Background: an optimization exercise with open tools, aiming at small area, a short achievable clock period and few clock cycles per item. Do not read the settings as production practice. Only simulation tests tie the RTL to the original design; equivalence was not proved.

## flow/design.v (module list and top-level ports; edited modules follow where they fit)
// module Convolution_without_pipeline: 1423 lines
// module fa3: 4 lines
// module xnor2m: 3 lines
// module maj3m: 3 lines
// module xor2m: 3 lines
// module or2m: 3 lines
// module nor2m: 3 lines
// module nand2m: 3 lines
// module invm: 3 lines
// module a21oim: 3 lines
// module o21aim: 3 lines
module Convolution_without_pipeline(
    clk, rst_n, in_valid,
    In_IFM_1, In_IFM_2, In_IFM_3, In_IFM_4, In_IFM_5, In_IFM_6, In_IFM_7, In_IFM_8, In_IFM_9,
    In_Weight_1, In_Weight_2, In_Weight_3, In_Weight_4, In_Weight_5, In_Weight_6, In_Weight_7, In_Weight_8, In_Weight_9,
    out_valid, Out_OFM
    );
  // ...
==> flow/flow/run.sh <==
#!/bin/bash
# Own flow: the standard flow (standard.sh) with its synthesis unchanged.
# The layout steps only differ in two ways:
#  * the delay cells (clkdlybuf4s*, dlygate*, dlymetal*) are not used, so the
#    port buffers and the resizer use ordinary buffers instead;
#  * buffer_ports uses buf_2 for the port buffers.
set -euo pipefail
bash standard.sh synth > synth.log 2>&1
PLATFORM_DONT_USE="sky130_fd_sc_hd__probe_p_8 sky130_fd_sc_hd__probec_p_8 sky130_fd_sc_hd__lpflow_bleeder_1 sky130_fd_sc_hd__lpflow_clkbufkapwr_1 sky130_fd_sc_hd__lpflow_clkbufkapwr_16 sky130_fd_sc_hd__lpflow_clkbufkapwr_2 sky130_fd_sc_hd__lpflow_clkbufkapwr_4 sky130_fd_sc_hd__lpflow_clkbufkapwr_8 sky130_fd_sc_hd__lpflow_clkinvkapwr_1 sky130_fd_sc_hd__lpflow_clkinvkapwr_16 sky130_fd_sc_hd__lpflow_clkinvkapwr_2 sky130_fd_sc_hd__lpflow_clkinvkapwr_4 sky130_fd_sc_hd__lpflow_clkinvkapwr_8 sky130_fd_sc_hd__lpflow_decapkapwr_12 sky130_fd_sc_hd__lpflow_decapkapwr_3 sky130_fd_sc_hd__lpflow_decapkapwr_4 sky130_fd_sc_hd__lpflow_decapkapwr_6 sky130_fd_sc_hd__lpflow_decapkapwr_8 sky130_fd_sc_hd__lpflow_inputiso0n_1 sky130_fd_sc_hd__lpflow_inputiso0p_1 sky130_fd_sc_hd__lpflow_inputiso1n_1 sky130_fd_sc_hd__lpflow_inputiso1p_1 sky130_fd_sc_hd__lpflow_inputisolatch_1 sky130_fd_sc_hd__lpflow_isobufsrc_1 sky130_fd_sc_hd__lpflow_isobufsrc_16 sky130_fd_sc_hd__lpflow_isobufsrc_2 sky130_fd_sc_hd__lpflow_isobufsrc_4 sky130_fd_sc_hd__lpflow_isobufsrc_8 sky130_fd_sc_hd__lpflow_isobufsrckapwr_16 sky130_fd_sc_hd__lpflow_lsbuf_lh_hl_isowell_tap_1 sky130_fd_sc_hd__lpflow_lsbuf_lh_hl_isowell_tap_2 sky130_fd_sc_hd__lpflow_lsbuf_lh_hl_isowell_tap_4 sky130_fd_sc_hd__lpflow_lsbuf_lh_isowell_4 sky130_fd_sc_hd__lpflow_lsbuf_lh_isowell_tap_1 sky130_fd_sc_hd__lpflow_lsbuf_lh_isowell_tap_2 sky130_fd_sc_hd__lpflow_lsbuf_lh_isowell_tap_4"
DELAY_CELLS="sky130_fd_sc_hd__clkdlybuf4s15_1 sky130_fd_sc_hd__clkdlybuf4s15_2 sky130_fd_sc_hd__clkdlybuf4s18_1 sky130_fd_sc_hd__clkdlybuf4s18_2 sky130_fd_sc_hd__clkdlybuf4s25_1 sky130_fd_sc_hd__clkdlybuf4s25_2 sky130_fd_sc_hd__clkdlybuf4s50_1 sky130_fd_sc_hd__clkdlybuf4s50_2 sky130_fd_sc_hd__dlygate4sd1_1 sky130_fd_sc_hd__dlygate4sd2_1 sky130_fd_sc_hd__dlygate4sd3_1 sky130_fd_sc_hd__dlymetal6s2s_1 sky130_fd_sc_hd__dlymetal6s4s_1 sky130_fd_sc_hd__dlymetal6s6s_1"
bash standard.sh "DONT_USE_CELLS=$PLATFORM_DONT_USE $DELAY_CELLS" \
  "BUFFER_PORTS_ARGS=-buffer_cell sky130_fd_sc_hd__buf_2" finish > layout.log 2>&1
==> flow/standard.sh <==
#!/bin/bash
# synth_recipe.tcl (not shown) runs the flow's synth.tcl, then flattens the netlist and writes it again
# the make line also repeats each setting of config.mk as NAME=value (left out here)
make -C /OpenROAD-flow-scripts/flow DESIGN_CONFIG=/design/flow/config.mk WORK_HOME=/design/flow/orfs CLKGATE_MAP_FILE= SYNTH_SCRIPT=/design/flow/synth_recipe.tcl "${@:-finish}"
==> flow/config.mk <==
export PLATFORM = sky130hd
export DESIGN_NAME = Convolution_without_pipeline
export DESIGN_NICKNAME = Convolution_without_pipeline
export VERILOG_FILES = /design/flow/design.v
export SDC_FILE = /design/flow/constraint.sdc
export NUM_CORES = 4
export LEC_CHECK = 0
export CAP_MARGIN = 20
export CORE_MARGIN = 2
export CORE_UTILIZATION = 55
export GPL_ROUTABILITY_DRIVEN = 0
export SETUP_SLACK_MARGIN = 4.5
export SLEW_MARGIN = 20
export SYNTH_HIERARCHICAL = 1
export SYNTH_MINIMUM_KEEP_SIZE = 0
==> flow/constraint.sdc <==
create_clock -name core_clock -period 10.0 [get_ports {clk}]
set_input_delay 2.0000 -clock core_clock [delete_from_list [all_inputs] [get_ports {clk}]]
set_output_delay 2.0000 -clock core_clock [all_outputs]
set_load 0.01 [all_outputs]
==> impl_metrics.csv, run 1 <==
group,metric,value,unit
yosys,synth-main-ff-cell,"dfxtp_1",
run_status,status,"finished clean",
critical_path,cp.depth,9,
clock_network,numCtsBuffers,5,
placement,placedCellCount,1847,
detailed_routing,post_drt_wl_per_cell,24.7,µm
global_route,grt_max_degree,17,
global_route,grt_overflow,0,
clock_network,post_cts_buffers,6,
timing,min_period_over_period,54.4,%
cells_and_area,multi_input_area_share,82.8,%
timing,fin_hold_ws,1.44,ns
global_route,use_met3,5.01,%
critical_path,path_cells,"buf_2 -> nand2_1 -> fa_1 -> fa_1 -> fa_1 -> fa_1 -> fa_1 -> fa_1 -> fa_1",
cells_and_area,nFillCells,2622,
detailed_routing,dr.pass1.iters,5,
detailed_routing,top_layer,"met4",
cells_and_area,drive_gt1_share,18.4,%
clock_network,htreeDepth,2,
detailed_routing,dr_wl_met3,3930,µm
cells_and_area,clockBufferCount,5,
timing,hold_viol,0,
yosys,synthMuxAreaShare,0,%
detailed_routing,wl_met1,17300,µm
Testbench counts, summed over its fixed seeds: cycles 3,208, items 3,200.
==> run 2: changes to the inputs <==
--- a/flow/config.mk
+++ b/flow/config.mk
@@ -10,5 +10,5 @@
 export CORE_UTILIZATION = 55
 export GPL_ROUTABILITY_DRIVEN = 0
-export SETUP_SLACK_MARGIN = 4.5
+export SETUP_SLACK_MARGIN = 4.4
 export SLEW_MARGIN = 20
 export SYNTH_HIERARCHICAL = 1
==> run 2 against run 1 <==
  * Critical path depth unchanged
  * Synthesized cell count unchanged
  * Largest cell class unchanged
  * Setup slack got worse by 0.067 ns
==> impl_metrics.csv, run 2 <==
group,metric,value,unit
timing,rsz0062_at_grt,"no",
timing,slew_violations,0,
die,die_y,178,µm
yosys,synth_top_area_share,66.0,%
die,core,0.0297,mm²
critical_path,path_cells,"buf_2 -> nand2_1 -> fa_1 -> fa_1 -> fa_1 -> fa_1 -> fa_1 -> fa_1 -> fa_1",
critical_path,crit_required,10.18,ns
yosys,yosysWarnings,7,
yosys,synthMostInstantiatedCell,"nand2_1",
yosys,yosys.area.top_type,"fa_1",
yosys,synth_common_cells,"nand2_1, fa_1, buf_6",
die,die_area,0.0317,mm²
critical_path,path_delay_family,"adder cells",
detailed_routing,wirelength,46500,µm
clock_network,cts_root_buffer,"clkbuf_16",
placement,dp_hpwl,42800,µm
hold_path,hold_path.class,"input port to async pin",
die,initial_core_util,56.0,%
cells_and_area,nFillCells,2618,
global_route,grt_overflow,0,
yosys,synth_area_leaders,"fa_1, nand2_1, buf_6",
detailed_routing,drt-vias-per-instance,5.66,
yosys,synthArstFlopShare,1.82,%
yosys,synth_cells,1454,
yosys,synth.distinct_cells,14,
die,die_w,178,µm
critical_path,worstSetupEndpointType,"flip-flop",
global_route,grt_antenna_before_repair,0,
timing,min_period_over_period,55.1,%
critical_path,cp_max_fo,8,
clock_network,path_clk_slew,0.07,ns
clock_network,numCtsBuffers,5,
cells_and_area,area_growth,-0.797,%
clock_network,cts_tree,"done",
critical_path,setup.worst_path.start_class,"input port",
cells_and_area,drive_gt1_share,15.3,%
cells_and_area,final_cell_mix,"nand2_1, fa_1, buf_2, dfxtp_1, inv_1",
timing,fin_hold_ws,1.45,ns
yosys,synth-main-ff-cell,"dfxtp_1",
cells_and_area,mostFrequentLayoutCell,"nand2_1",
yosys,syn_area,0.0167,mm²
placement,numPortBuffers,167,
critical_path,cpPeakStageDelay,0.53,ns
cells_and_area,post-route-util,55.6,%
critical_path,cp.arrival,5.69,ns
timing,setup_violations,0,
detailed_routing,drtAntennaViolNets,0,
global_route,grt_pass1_vias,11620,
die,num_rows,63,
critical_path,cpMaxStageDelayCell,"fa_1",
timing,fmax,182,MHz
clock_network,cts.sinks,55,
critical_path,critPathMostFrequentCell,"fa_1",
timing,period_minus_slack,5.51,ns
yosys,avgSynthCellArea,11.5,µm²
critical_path,path_buf_inv,1,
timing,tns,0,ns
clock_network,clk_path_buf_depth,2,
yosys,synth_edf_count,0,
global_route,gr-usage-all-layers,31.4,%
run_status,status,"finished clean",
flow_run,maxCapViolCount,0,
critical_path,crit_type,"input port to flip-flop",
cells_and_area,diodes,0,
detailed_routing,post_drt_wl_per_cell,24.9,µm
yosys,synth_nets,2150,
detailed_routing,vias,10555,
detailed_routing,drt-initial-drc-count,931,
clock_network,htreeDepth,2,
global_route,grt_pass1_wl,70300,µm
die,ioPinCount,169,
timing,hold_viol,0,
cells_and_area,nNetsFinal,2170,
detailed_routing,dr.pass1.iters,5,
yosys,synth-seq-area-share,6.64,%
yosys,ys_seq_elements,55,
detailed_routing,drcViolationCount,0,
global_route,grt_max_degree,17,
## run 2: through the flow
step | cells | worst slack, ns | instance area, µm²
after detailed placement | 1847 | 4.17 | 16200
after global routing | 1865 | 4.40 | 16500
after CTS | 1858 | 4.39 | 16400
after floorplan | 1454 | 4.48 | 16700
final | 1865 | 4.49 | 16500
after global placement | 1847 | 4.19 | 16200
## run 2: path summary, 6_finish.rpt
check / start / to / slack [ns] / cells after the start
min in group core_clock: in_valid / out_valid$_DFF_PN0_ / 1.79 / 1
setup / recovery: In_IFM_3[4] / r_s460$_DFF_P_ / 4.49 / 9
hold / removal: rst_n / out_valid$_DFF_PN0_ / 1.45 / 1
max in group asynchronous: rst_n / out_valid$_DFF_PN0_ / 8.47 / 1
## run 2: per-layer routing
layer | vias up | routed length [µm] | track usage (%)
met2 | 586 | 23100 | 51.5
met5 | - | 0 | 0
met3 | 67 | 3720 | 4.18
met4 | 0 | 2040 | 11.6
li1 | 4220 | - | -
met1 | 5682 | 17600 | 43.5
## run 2: modules after synthesis, one instance, submodules excluded
module | cells | area [µm²]
xnor2m | 1 | 8.76
o21aim | 1 | 5.00
xor2m | 1 | 8.76
fa3 | 1 | 20.0
Convolution_without_pipeline | 797 | 5070
a21oim | 1 | 8.76
nand2m | 1 | 3.75
invm | 1 | 3.75
nor2m | 1 | 3.75
## run 2: area by class of cell
type / instances / area [µm²] / area share [%]
clock buffer: 6 / 129 / 0.780
sequential: 55 / 1110 / 6.70
clock inverter: 2 / 12.5 / 0.0757
timing repair buffer: 178 / 903 / 5.47
multi-input combinational: 1205 / 13800 / 83.4
inverter: 29 / 109 / 0.659
tap: 390 / 488 / 2.95
## run 2: cells by family after synthesis
kind of cell               count (synthesis)  share of synthesized area (%)
and+or+nand+nor                          613                           13.9
adders and majority gates                549                           66.0
buffers and inverters                    194                           11.3
DFF                                       55                           6.64
xor gates and xnor gates                  25                           1.31
AOI/OAI and AO/OA                         17                          0.736
other                                      1                         0.0225
## run 2: what timing repair did
| item | 4_1_cts | 5_1_grt |
|---|---|---|
| resized for setup | 15 | 17 |
| hold buffers | 0 | 0 |
| pin swaps | 2 | 12 |
| gates cloned | 0 | 0 |
| buffers inserted | 3 | 7 |
| endpoints found under the setup margin | 8 | 10 |

static timing again, ports no longer ideal:
The flow's constraints put no driver on any port. The routed layouts listed below were extracted and timed again, unchanged, in two steps.
Step 1: set_driving_cell puts a clkbuf_16 on clk and a buf_2 on each other input, an assumption about the parent block.
Step 2, shift: input delay + t, output delay - t, t = (earliest + latest rising clock arrival at the registers) / 2. This alone moves slack from input paths to output paths.
Slacks: ideal / step 1 / step 2; pairs: ideal / step 1.
run | shift t [ns] | setup WS [ns] | worst hold slack (ns) | worst register clock-pin slew, ns
run 1 | 0.352 | 4.559 / 4.547 / 4.214 | 1.443 / 1.422 / 1.775 | 0.08 / 0.08
run 2 | 0.349 | 4.491 / 4.474 / 4.163 | 1.445 / 1.431 / 1.780 | 0.07 / 0.07
After both steps setup and hold are still met in every run listed. For run 1, which loses most, drivers alone change the setup slack by -0.012 ns; drivers and shift together by -0.345 ns.
